Source: an optimization exercise on an open RTL-to-GDS flow (aim: small area, a short achievable clock period and few clock cycles per item). Production flows keep margins and buffers that such runs may drop. RTL that was checked went through simulation tests only; none was proved equivalent to the original. No activity file was given, so power comes from the tool's default toggle rates.

==> inputs of run a <==
==> flow/design.v <==
module riscv_top(
    input clk,
    input rst_n,
    output [15:0] imem_addr,
    input  [31:0] imem_rdata,
    output [15:0] dmem_addr,
    input  [31:0] dmem_rdata,
    output        dmem_we,
    output [31:0] dmem_wdata,
    output        debug_wb_have_inst,
    output [31:0] debug_wb_pc,
    output        debug_wb_ena,
    output [4:0]  debug_wb_reg,
    output [31:0] debug_wb_value
    );
    reg  [30:0] pc_f;                     
    reg  [30:0] pc_d;                     
    reg  [31:0] inst_d;
    reg         v_d;
    reg  [30:0] pc_e;                     
    reg  [30:0] tgt_e;                    
    reg  [31:0] a_e, b_e, sd_e;
    reg  [4:0]  rd_e;
    reg  [2:0]  fn_e;                     
    reg         alt_e;                    
    reg         v_e, wen_e, ld_e, st_e, br_e, jalr_e, link_e, pred_e;
    reg  [30:0] pc_m;                     
    reg  [31:0] res_m, sd_m;
    reg  [4:0]  rd_m;
    reg         v_m, wen_m, ld_m, st_m;
    reg  [30:0] pc_w;                     
    reg  [31:0] val_w;
    reg  [4:0]  rd_w;
    reg         v_w, wen_w;
    reg  [31:0] rf [1:31];
    wire [6:0] op_d  = inst_d[6:0];
    wire [2:0] f3_d  = inst_d[14:12];
    wire [6:0] f7_d  = inst_d[31:25];
    wire [4:0] rs1_d = inst_d[19:15];
    wire [4:0] rs2_d = inst_d[24:20];
    wire [4:0] rd_d  = inst_d[11:7];
    wire is_op   = op_d == 7'b0110011;
    wire is_opi  = op_d == 7'b0010011;
    wire is_ld   = op_d == 7'b0000011;
    wire is_st   = op_d == 7'b0100011;
    wire is_br   = op_d == 7'b1100011;
    wire is_lui  = op_d == 7'b0110111;
    wire is_jal  = op_d == 7'b1101111;
    wire is_jalr = op_d == 7'b1100111;
    wire f3_ok   = f3_d[2:1] != 2'b01;                    
    wire r_ok    = is_op & f3_ok & ((f7_d == 7'b0000000) |
                   ((f7_d == 7'b0100000) & (f3_d == 3'b000 | f3_d == 3'b101)));
    wire i_ok    = is_opi & f3_ok & ((f3_d != 3'b101) | (f7_d == 7'b0000000) | (f7_d == 7'b0100000));
    wire br_ok   = is_br & (f3_d[2:1] == 2'b00 || f3_d[2:1] == 2'b10);
    wire use1    = r_ok | i_ok | is_ld | is_st | br_ok | is_jalr;
    wire use2    = r_ok | is_st | br_ok;
    wire wen_d   = r_ok | i_ok | is_ld | is_lui | is_jal | is_jalr;
    wire [31:0] imm_i = {{20{inst_d[31]}}, inst_d[31:20]};
    wire [31:0] imm_s = {{20{inst_d[31]}}, inst_d[31:25], inst_d[11:7]};
    wire [31:0] imm_b = {{20{inst_d[31]}}, inst_d[7], inst_d[30:25], inst_d[11:8], 1'b0};
    wire [31:0] imm_u = {inst_d[31:12], 12'b0};
    wire [31:0] imm_j = {{12{inst_d[31]}}, inst_d[19:12], inst_d[20], inst_d[30:21], 1'b0};
    wire [31:0] imm_d = is_st ? imm_s : is_lui ? imm_u : imm_i;
    wire [30:0] tgt_d = pc_d + (is_jal ? imm_j[31:1] : imm_b[31:1]);
    wire pred_d = is_jal | (br_ok & inst_d[31]);
    wire [31:0] rf1 = (rs1_d == 5'd0) ? 32'd0 : rf[rs1_d];
    wire [31:0] rf2 = (rs2_d == 5'd0) ? 32'd0 : rf[rs2_d];
    wire [31:0] res_e;
    wire [31:0] val_m = ld_m ? dmem_rdata : res_m;
    wire e1 = wen_e & (rd_e == rs1_d) & (rs1_d != 5'd0);
    wire m1 = wen_m & (rd_m == rs1_d) & (rs1_d != 5'd0);
    wire w1 = wen_w & (rd_w == rs1_d) & (rs1_d != 5'd0);
    wire e2 = wen_e & (rd_e == rs2_d) & (rs2_d != 5'd0);
    wire m2 = wen_m & (rd_m == rs2_d) & (rs2_d != 5'd0);
    wire w2 = wen_w & (rd_w == rs2_d) & (rs2_d != 5'd0);
    wire [31:0] fa = e1 ? res_e : m1 ? val_m : w1 ? val_w : rf1;
    wire [31:0] fb = e2 ? res_e : m2 ? val_m : w2 ? val_w : rf2;
    wire stall   = v_d & ld_e & (rd_e != 5'd0) &
                   ((use1 & (rs1_d == rd_e)) | (use2 & (rs2_d == rd_e)));
    wire redir_e;
    wire [30:0] rpc_e;
    wire redir_d = v_d & pred_d & ~stall;
    assign imem_addr = pc_f[16:1];
    always @(posedge clk or negedge rst_n) begin
        if (!rst_n) begin
            pc_f <= 31'h7ffffffe;
            v_d  <= 1'b0;
        end else if (redir_e) begin
            pc_f <= rpc_e;
            v_d  <= 1'b0;
        end else if (stall) begin
            pc_f <= pc_f;
        end else if (redir_d) begin
            pc_f <= tgt_d;
            v_d  <= 1'b0;
        end else begin
            pc_f <= pc_f + 31'd2;
            v_d  <= 1'b1;
        end
    end
    always @(posedge clk) begin
        if (!stall) begin
            pc_d   <= pc_f;
            inst_d <= imem_rdata;
        end
    end
    wire kill_e = redir_e | stall | ~v_d;
    always @(posedge clk or negedge rst_n) begin
        if (!rst_n) begin
            v_e <= 1'b0; wen_e <= 1'b0; ld_e <= 1'b0; st_e <= 1'b0;
            br_e <= 1'b0; jalr_e <= 1'b0; link_e <= 1'b0; pred_e <= 1'b0;
        end else if (kill_e) begin
            v_e <= 1'b0; wen_e <= 1'b0; ld_e <= 1'b0; st_e <= 1'b0;
            br_e <= 1'b0; jalr_e <= 1'b0; link_e <= 1'b0; pred_e <= 1'b0;
        end else begin
            v_e    <= 1'b1;
            wen_e  <= wen_d;
            ld_e   <= is_ld;
            st_e   <= is_st;
            br_e   <= br_ok;
            jalr_e <= is_jalr;
            link_e <= is_jal | is_jalr;
            pred_e <= pred_d;
        end
    end
    always @(posedge clk) begin
        pc_e  <= pc_d;
        tgt_e <= tgt_d;
        rd_e  <= rd_d;
        a_e   <= is_lui ? 32'd0 : fa;
        b_e   <= (r_ok | br_ok) ? fb : imm_d;
        sd_e  <= fb;
        fn_e  <= (r_ok | i_ok) ? f3_d : is_lui ? 3'b010 : br_ok ? {2'b00, ~f3_d[2]} : 3'b000;
        alt_e <= (r_ok & f7_d[5]) | (i_ok & (f3_d == 3'b101) & f7_d[5]) | br_ok;
    end
    wire [31:0] bb   = alt_e ? ~b_e : b_e;
    wire [31:0] sum  = a_e + bb + {31'd0, alt_e};
    wire [4:0]  sh   = b_e[4:0];
    wire [31:0] sll  = a_e << sh;
    wire [31:0] srx  = $signed({alt_e & a_e[31], a_e}) >>> sh;
    reg  [31:0] alu;
    always @(*) begin
        case (fn_e)
            3'b000: alu = sum;
            3'b001: alu = sll;
            3'b010: alu = b_e;
            3'b100: alu = a_e ^ b_e;
            3'b101: alu = srx;
            3'b110: alu = a_e | b_e;
            3'b111: alu = a_e & b_e;
            default: alu = sum;
        endcase
    end
    wire [30:0] link = pc_e + 31'd2;
    assign res_e = link_e ? {link, 1'b0} : alu;
    wire eq  = a_e == b_e;
    wire lt  = $signed(a_e) < $signed(b_e);
    reg  [1:0] bf_e;                      
    always @(posedge clk) bf_e <= {f3_d[2], f3_d[0]};
    wire cond  = (bf_e[1] ? lt : eq) ^ bf_e[0];
    assign redir_e = (br_e & (cond ^ pred_e)) | jalr_e;
    assign rpc_e   = jalr_e ? sum[31:1] : pred_e ? link : tgt_e;
    always @(posedge clk or negedge rst_n) begin
        if (!rst_n) begin
            v_m <= 1'b0; wen_m <= 1'b0; ld_m <= 1'b0; st_m <= 1'b0;
        end else begin
            v_m <= v_e; wen_m <= wen_e; ld_m <= ld_e; st_m <= st_e;
        end
    end
    always @(posedge clk) begin
        pc_m  <= pc_e;
        res_m <= res_e;
        sd_m  <= sd_e;
        rd_m  <= rd_e;
    end
    assign dmem_addr  = res_m[17:2];
    assign dmem_we    = st_m;
    assign dmem_wdata = sd_m;
    always @(posedge clk or negedge rst_n) begin
        if (!rst_n) begin
            v_w <= 1'b0; wen_w <= 1'b0;
        end else begin
            v_w <= v_m; wen_w <= wen_m;
        end
    end
    always @(posedge clk) begin
        pc_w  <= pc_m;
        val_w <= val_m;
        rd_w  <= rd_m;
    end
    always @(posedge clk) begin
        if (wen_w && rd_w != 5'd0) rf[rd_w] <= val_w;
    end
    assign debug_wb_have_inst = v_w;
    assign debug_wb_pc        = {pc_w, 1'b0};
    assign debug_wb_ena       = wen_w;
    assign debug_wb_reg       = rd_w;
    assign debug_wb_value     = val_w;
endmodule
==> flow/run.sh <==
#!/bin/bash
# synth_recipe.tcl (not shown) runs the flow's synth.tcl, then flattens the netlist and writes it again
# the make line also repeats each setting of config.mk as NAME=value (left out here)
make -C /OpenROAD-flow-scripts/flow DESIGN_CONFIG=/design/flow/config.mk WORK_HOME=/design/flow/orfs CLKGATE_MAP_FILE= SYNTH_SCRIPT=/design/flow/synth_recipe.tcl finish
==> flow/config.mk <==
export PLATFORM = sky130hd
export DESIGN_NAME = riscv_top
export DESIGN_NICKNAME = riscv_top
export VERILOG_FILES = /design/flow/design.v
export SDC_FILE = /design/flow/constraint.sdc
export NUM_CORES = 4
export LEC_CHECK = 0
export CAP_MARGIN = 20
export CORE_MARGIN = 2
export CORE_UTILIZATION = 40
export SLEW_MARGIN = 20
==> flow/constraint.sdc <==
create_clock -name core_clock -period 10.5 [get_ports {clk}]
set_input_delay 2.1000 -clock core_clock [delete_from_list [all_inputs] [get_ports {clk}]]
set_output_delay 2.1000 -clock core_clock [all_outputs]
set_load 0.01 [all_outputs]
==> run b: changes against run a <==
--- a/flow/design.v
+++ b/flow/design.v
@@ -15,7 +15,9 @@
     );
     reg  [30:0] pc_f;                     
+    reg         btb_v;                    
+    reg  [30:0] btb_pc, btb_tgt;
     reg  [30:0] pc_d;                     
     reg  [31:0] inst_d;
-    reg         v_d;
+    reg         v_d, bp_d;                
     reg  [30:0] pc_e;                     
     reg  [30:0] tgt_e;                    
@@ -64,6 +66,14 @@
     wire [30:0] tgt_d = pc_d + (is_jal ? imm_j[31:1] : imm_b[31:1]);
     wire pred_d = is_jal | (br_ok & inst_d[31]);
-    wire [31:0] rf1 = (rs1_d == 5'd0) ? 32'd0 : rf[rs1_d];
-    wire [31:0] rf2 = (rs2_d == 5'd0) ? 32'd0 : rf[rs2_d];
+    reg  [31:0] rf1, rf2;
+    integer k;
+    always @(*) begin
+        rf1 = 32'd0;
+        rf2 = 32'd0;
+        for (k = 1; k < 32; k = k + 1) begin
+            rf1 = rf1 | ({32{rs1_d == k[4:0]}} & rf[k]);
+            rf2 = rf2 | ({32{rs2_d == k[4:0]}} & rf[k]);
+        end
+    end
     wire [31:0] res_e;
     wire [31:0] val_m = ld_m ? dmem_rdata : res_m;
@@ -80,6 +90,19 @@
     wire redir_e;
     wire [30:0] rpc_e;
-    wire redir_d = v_d & pred_d & ~stall;
+    wire redir_d = v_d & pred_d & ~bp_d & ~stall;
     assign imem_addr = pc_f[16:1];
+    wire hit_f = btb_v & (pc_f == btb_pc);
+    always @(posedge clk or negedge rst_n) begin
+        if (!rst_n)
+            btb_v <= 1'b0;
+        else if (redir_d)
+            btb_v <= 1'b1;
+    end
+    always @(posedge clk) begin
+        if (redir_d) begin
+            btb_pc  <= pc_d;
+            btb_tgt <= tgt_d;
+        end
+    end
     always @(posedge clk or negedge rst_n) begin
         if (!rst_n) begin
@@ -95,5 +118,5 @@
             v_d  <= 1'b0;
         end else begin
-            pc_f <= pc_f + 31'd2;
+            pc_f <= hit_f ? btb_tgt : pc_f + 31'd2;
             v_d  <= 1'b1;
         end
@@ -103,4 +126,5 @@
             pc_d   <= pc_f;
             inst_d <= imem_rdata;
+            bp_d   <= hit_f;
         end
     end
@@ -121,5 +145,5 @@
             jalr_e <= is_jalr;
             link_e <= is_jal | is_jalr;
-            pred_e <= pred_d;
+            pred_e <= pred_d;   
         end
     end
==> run notes <==
Antenna diodes: 12
Clock buf/inv share: 6.58%
Synth top area share: 47.7%
Via count: 60800
WL met1: 115000 um
Clk power: 5.82 mW
Non-CTS buffers: 399
Min Hold Slack: 0.325 ns
CP top delay family: simple AND/OR/NAND/NOR gates
CP cell instances: buf_4, inv_1, ha_1, nor4_1, nand3_1, a211oi_1, a41o_1, or2_1, nor2_1, o31ai_2
Distinct cells, synth: 98
Switch Pwr: 5.93 mW
Slew @ Worst Pin: 1.26 ns
Syn-to-layout area delta: 15.2%
Design Area, Final: 81000 um2
Met2 GRT Util: 56.0%
Status: finished clean
# rows: 153
Non-Filler Instances: 8569
Source of the figures above: run b

==> run notes <==
Non-Filler Instances: 7810
Clk power: 5.46 mW
Via count: 49300
# rows: 157
Slew @ Worst Pin: 1.15 ns
Non-CTS buffers: 337
Syn-to-layout area delta: 12.9%
Met2 GRT Util: 44.1%
Synth top area share: 43.2%
Switch Pwr: 5.21 mW
Status: finished clean
Antenna diodes: 4
Source of the figures above: run a

Testbench counts of run b, summed over its fixed seeds: cycles 17,645, instrs 15,783.
No functional check of the RTL was part of run a.

-- what the ideal ports hide --
In the flow no input, the clock included, has a driving cell. The finished layouts below were timed again as built, in two steps.
Step 1, drivers: a clkbuf_16 drives clk and a buf_2 each remaining input, both assumed.
Step 2 times the ports against the registers' clock, not the clock port: input delays grow and output delays shrink by t, the midpoint of the rising clock arrivals with the driver on.
a / b / c = ideal / step 1 / step 2; a / b = the first two.
run	shift t [ns]	setup WS [ns]	hold WS [ns]
run a	0.903	5.575 / 5.575 / 5.575	0.316 / 0.316 / 0.316
run b	0.934	5.166 / 5.166 / 5.166	0.325 / 0.325 / 0.325
After both steps every run listed still meets setup and hold.
